Context: an optimization exercise on an open-source flow, tuned for small area. The choices shown serve that exercise and are no tape-out recipe.
In this exercise RTL edits were held to simulation tests only and were not proved equivalent to the original.
No activity file was given, so power comes from the tool's default toggle rates.

Design Dmac_Top, start of the top module:
module Dmac_Top (
    input  logic        clk,
    input  logic        rst,
    input  logic        write,
    input  logic        HSel,
    input  logic [1:0]  STrans,
    input  logic [31:0] HWData,
    input  logic [31:0] HAddr,
    input  logic [31:0] MRData,
    input  logic        HReady,
    input  logic [1:0]  M_HResp,
    output logic HReadyOut,
    output logic [1:0] S_HResp,
    input  logic [1:0]  DmacReq,      
    input  logic        Bus_Grant,   
    output logic [31:0] MAddress,
    output logic [31:0] MWData,
    output logic [3:0]  MBurst_Size,
    output logic        MWrite,
    output logic [1:0]  MTrans,
    output logic [3:0]  MWStrb,
    output logic        Bus_Req,
    output logic        Interrupt,
    output logic [1:0]  ReqAck
);
    logic con_sel, con_en, irq, con_new_sel, C_config;
    logic hold;
    logic channel_en_1, channel_en_2;
    Dmac_Main_Datapath datapath_inst (
        .clk            (clk),
        .rst            (rst),
        .write          (write),
        .HSel           (HSel),
        .STrans         (STrans),
        .channel_en_1   (channel_en_1),
        .channel_en_2   (channel_en_2),
        .HWData         (HWData),
        .HAddr          (HAddr),
        .MRData         (MRData),
        .HReady         (HReady),
        .M_HResp          (M_HResp),
        .con_en         (con_en),
        .con_sel        (con_sel),
        .C_config       (C_config),
        .irq            (irq),
        .con_new_sel    (con_new_sel),
        .MAddress       (MAddress),
  ...
==> module Fifo_Datapath, before the edit <==
module Fifo_Datapath (
    input  logic        clk,
    input  logic        rst,
    input  logic        wc_en,
    input  logic        rc_en,
    input  logic        rd_show,
    input  logic [31:0] Data_in,
    output logic [31:0] Data_out,
    output logic        full,
    output logic        fifo_empty
);
    localparam int DEPTH = 15;
    logic [31:0] Memory [DEPTH-1:0];
    logic [3:0]  count;
    logic        wr_ok, rd_ok;
    assign full       = (count == 4'd15);
    assign fifo_empty = (count == 4'd0);
    assign wr_ok      = wc_en && !full;
    assign rd_ok      = rc_en && !fifo_empty;
    always_ff @(posedge clk) begin
        if (wr_ok) begin
            Memory[0] <= Data_in;
            for (int i = 1; i < DEPTH; i++)
                Memory[i] <= Memory[i-1];
        end
    end
    always_ff @(posedge clk or posedge rst) begin
        if (rst)
            count <= 4'd0;
        else if (wr_ok != rd_ok)
            count <= wr_ok ? count + 4'd1 : count - 4'd1;
    end
    logic [3:0] sel;
    assign sel = rd_show ? count : 4'd0;
    always_comb begin
        Data_out = 32'b0;
        for (int i = 0; i < DEPTH; i++)
            Data_out = Data_out | (Memory[i] & {32{sel == 4'(i + 1)}});
    end
endmodule
==> module Dmac_Channel_Datapath, before the edit <==
module Dmac_Channel_Datapath (
    input  logic        clk,
    input  logic        rst,
    input  logic        s_sel,
    input  logic        d_sel,
    input  logic        b_sel,
    input  logic        t_sel,
    input  logic        s_en,
    input  logic        d_en,
    input  logic        ts_en,
    input  logic        burst_en,
    input  logic        count_en,
    input  logic        h_sel,
    input  logic        wr_en,
    input  logic        rd_en,
    input  logic        trigger,
    input  logic        out_en,
    input  logic [31:0] S_Address,
    input  logic [31:0] D_Address,
    input  logic [31:0] T_Size,
    input  logic [3:0]  B_Size,
    input  logic [31:0] R_Data,
    input  logic [1:0]  HSize,
    output logic        bs0,
    output logic        tslb,
    output logic        ts0,
    output logic        fifo_full,
    output logic        fifo_empty,
    output logic        started,
    output logic [31:0] MAddress,
    output logic [31:0] MWData,
    output logic [3:0]  MWStrb
);
    logic [31:0] Src_Addr, Dst_Addr, Transfer_Size;
    logic [3:0]  Burst_Size;
    logic [31:2] Incr_Addr;
    assign Incr_Addr = MAddress[31:2] + 30'd1;
    always_ff @(posedge clk or posedge rst) begin
        if (rst)
            started <= 1'b0;
        else if (s_en && s_sel)
            started <= 1'b1;
    end
    always_ff @(posedge clk) begin
        if (s_en)
            Src_Addr <= s_sel ? S_Address : {Incr_Addr, Src_Addr[1:0]};
    end
    always_ff @(posedge clk) begin
        if (d_en)
            Dst_Addr <= d_sel ? D_Address : {Incr_Addr, Dst_Addr[1:0]};
    end
    always_ff @(posedge clk) begin
        if (ts_en)
            Transfer_Size <= t_sel ? T_Size : Transfer_Size - {28'b0, Burst_Size};
    end
    always_ff @(posedge clk) begin
        if (burst_en)
            Burst_Size <= (B_Size == 4'd0 || b_sel) ? 4'd1 : B_Size;
    end
    assign tslb = (Transfer_Size[31:4] == 28'b0) && (Transfer_Size[3:0] < B_Size);
    assign ts0  = (Transfer_Size == 32'b0);
    logic [3:0] Decrement_Counter;
    always_ff @(posedge clk or posedge rst) begin
        if (rst)
            Decrement_Counter <= 4'b0;
        else if (count_en)
            Decrement_Counter <= bs0 ? (tslb ? 4'd0 : Burst_Size - 4'd1) : Decrement_Counter - 4'd1;
    end
    assign bs0 = (Decrement_Counter == 4'd0);
    assign MAddress = h_sel ? Dst_Addr : Src_Addr;
    Fifo_Datapath fifo_inst (
        .clk        (clk),
        .rst        (rst),
        .wc_en      (wr_en),
        .rc_en      (rd_en),
        .rd_show    (trigger && out_en),
        .Data_in    (R_Data),
        .Data_out   (MWData),
        .full       (fifo_full),
        .fifo_empty (fifo_empty)
    );
    always_comb begin
        MWStrb = 4'b0000;
        if (trigger) begin
            case (HSize)
                2'b00: MWStrb = 4'b0001 << Src_Addr[1:0];                    
                2'b01: MWStrb = (Src_Addr[1:0] == 2'b00) ? 4'b0011 :         
                                (Src_Addr[1:0] == 2'b10) ? 4'b1100 : 4'b0000;
                2'b10: MWStrb = 4'b1111;                                     
                default: MWStrb = 4'b0000;
            endcase
        end
    end
endmodule
==> flow/config.mk <==
export PLATFORM = sky130hd
export DESIGN_NAME = Dmac_Top
export DESIGN_NICKNAME = Dmac_Top
export VERILOG_FILES = /design/flow/design.v
export SDC_FILE = /design/flow/constraint.sdc
export NUM_CORES = 4
export LEC_CHECK = 0
export CAP_MARGIN = 10
export CORE_MARGIN = 2
export CORE_UTILIZATION = 60
export PLACE_DENSITY = 0.75
export SLEW_MARGIN = 10
==> flow/constraint.sdc <==
create_clock -name core_clock -period 10.0 [get_ports {clk}]
set_input_delay 2.0000 -clock core_clock [delete_from_list [all_inputs] [get_ports {clk}]]
set_output_delay 2.0000 -clock core_clock [all_outputs]
set_load 0.01 [all_outputs]
standard.sh (not shown) runs the stock make flow with config.mk's settings and CLKGATE_MAP_FILE= SYNTH_SCRIPT=/design/flow/synth_recipe.tcl, a recipe that flattens the netlist after the stock synthesis.
==> flow/flow/run.sh <==
#!/bin/bash
# Layout: the standard flow with these changes:
#  - synthesis is the standard synthesis, except that ABC maps the logic with the
#    area-oriented script flow/abc_map.script and adders are left to ABC rather than
#    mapped to full/half-adder cells first (registers are mapped before ABC runs, so
#    they are the same as the standard synthesis's);
#  - the port buffers are buf_1 cells (every input and output port still gets one);
#  - the clock tree is built from clkbuf_4 over sink clusters of at most 10;
#  - the clock tree gets no dummy loads.
# Logs: synth.log and standard.log here, and ORFS's per-step logs under orfs/logs.
set -euo pipefail
rm -rf scripts_abc
cp -r "$FLOW_HOME/scripts" scripts_abc
cp flow/abc_map.script scripts_abc/abc_speed.script
bash standard.sh "SCRIPTS_DIR=$PWD/scripts_abc" "ADDER_MAP_FILE=" synth > synth.log 2>&1
CTS="-sink_clustering_enable -repair_clock_nets -dont_use_dummy_load"
CTS="$CTS -buf_list {sky130_fd_sc_hd__clkbuf_4}"
CTS="$CTS -sink_clustering_size 10 -sink_clustering_max_diameter 40"
bash standard.sh "CTS_ARGS=$CTS" "BUFFER_PORTS_ARGS=-buffer_cell sky130_fd_sc_hd__buf_1" finish > standard.log 2>&1
==> flow/flow/abc_map.script <==
strash
dc2
dch -f
amap -F 3 -A 8
strash
dc2
dch -f
amap -F 3 -A 8
topo
==> next run, changes <==
--- a/flow/design.v
+++ b/flow/design.v
@@ -18,11 +18,19 @@
     assign wr_ok      = wc_en && !full;
     assign rd_ok      = rc_en && !fifo_empty;
-    always_ff @(posedge clk) begin
-        if (wr_ok) begin
-            Memory[0] <= Data_in;
-            for (int i = 1; i < DEPTH; i++)
-                Memory[i] <= Memory[i-1];
+    logic [3:0] wpos;
+    assign wpos = count - {3'b0, rd_ok};
+    logic [DEPTH-1:0] ld, sh, hd;
+    always_comb begin
+        for (int i = 0; i < DEPTH; i++) begin
+            ld[i] = wr_ok && (wpos == 4'(i));
+            sh[i] = rd_ok && !ld[i];
+            hd[i] = !rd_ok && !ld[i];
         end
     end
+    always_ff @(posedge clk) begin
+        for (int i = 0; i < DEPTH - 1; i++)
+            Memory[i] <= (Data_in & {32{ld[i]}}) | (Memory[i+1] & {32{sh[i]}}) | (Memory[i] & {32{hd[i]}});
+        Memory[DEPTH-1] <= (Data_in & {32{ld[DEPTH-1]}}) | (Memory[DEPTH-1] & {32{hd[DEPTH-1]}});
+    end
     always_ff @(posedge clk or posedge rst) begin
         if (rst)
@@ -31,11 +39,5 @@
             count <= wr_ok ? count + 4'd1 : count - 4'd1;
     end
-    logic [3:0] sel;
-    assign sel = rd_show ? count : 4'd0;
-    always_comb begin
-        Data_out = 32'b0;
-        for (int i = 0; i < DEPTH; i++)
-            Data_out = Data_out | (Memory[i] & {32{sel == 4'(i + 1)}});
-    end
+    assign Data_out = Memory[0] & {32{rd_show && !fifo_empty}};
 endmodule
 module channel_ctrl(
@@ -338,15 +340,28 @@
             started <= 1'b1;
     end
+    logic ld_s, st_s, hd_s, ld_d, st_d, hd_d, ld_t, st_t, hd_t;
+    assign ld_s = s_en && s_sel;
+    assign st_s = s_en && !s_sel;
+    assign hd_s = !s_en;
+    assign ld_d = d_en && d_sel;
+    assign st_d = d_en && !d_sel;
+    assign hd_d = !d_en;
+    assign ld_t = ts_en && t_sel;
+    assign st_t = ts_en && !t_sel;
+    assign hd_t = !ts_en;
     always_ff @(posedge clk) begin
-        if (s_en)
-            Src_Addr <= s_sel ? S_Address : {Incr_Addr, Src_Addr[1:0]};
+        Src_Addr <= (S_Address & {32{ld_s}})
+                  | ({Incr_Addr, Src_Addr[1:0]} & {32{st_s}})
+                  | (Src_Addr & {32{hd_s}});
     end
     always_ff @(posedge clk) begin
-        if (d_en)
-            Dst_Addr <= d_sel ? D_Address : {Incr_Addr, Dst_Addr[1:0]};
+        Dst_Addr <= (D_Address & {32{ld_d}})
+                  | ({Incr_Addr, Dst_Addr[1:0]} & {32{st_d}})
+                  | (Dst_Addr & {32{hd_d}});
     end
     always_ff @(posedge clk) begin
-        if (ts_en)
-            Transfer_Size <= t_sel ? T_Size : Transfer_Size - {28'b0, Burst_Size};
+        Transfer_Size <= (T_Size & {32{ld_t}})
+                       | ((Transfer_Size - {28'b0, Burst_Size}) & {32{st_t}})
+                       | (Transfer_Size & {32{hd_t}});
     end
     always_ff @(posedge clk) begin
Result:
- die area falls by a few percent
- area after synthesis falls by a few percent
- utilization rises by 1.0 points
- sequential power falls by a few percent
- setup slack degrades by 0.090 ns

afterwards: timing with drivers on the ports:
No port has a modelled driver above. Below, the same layouts with a new extraction and two added sets of constraints. Step 1, drivers: a clkbuf_16 drives clk and a buf_2 each remaining input, both assumed. Step 2 adds t to the input delays and takes it off the output delays; t is the mean of the earliest and latest rising clock arrival at the registers after step 1. Input paths then give back, and output paths get back, about the clock's delay inside the block. Slacks: no drivers / after step 1 / after step 2; pairs: no drivers / after step 1.
run	t (ns)	setup WS [ns]	worst hold slack (ns)	worst register clock-pin slew, ns
the first run	1.037	0.453 / 0.384 / -0.474	0.380 / 0.380 / 0.380	0.12 / 0.12
the second run	1.067	0.362 / 0.298 / -0.228	0.429 / 0.429 / 0.429	0.11 / 0.11
Met with ideal ports but missed after step 2: setup timing in the first run and the second run. The setup slack of the first run, which loses most, moves by -0.069 ns with the drivers and by -0.927 ns with both steps.
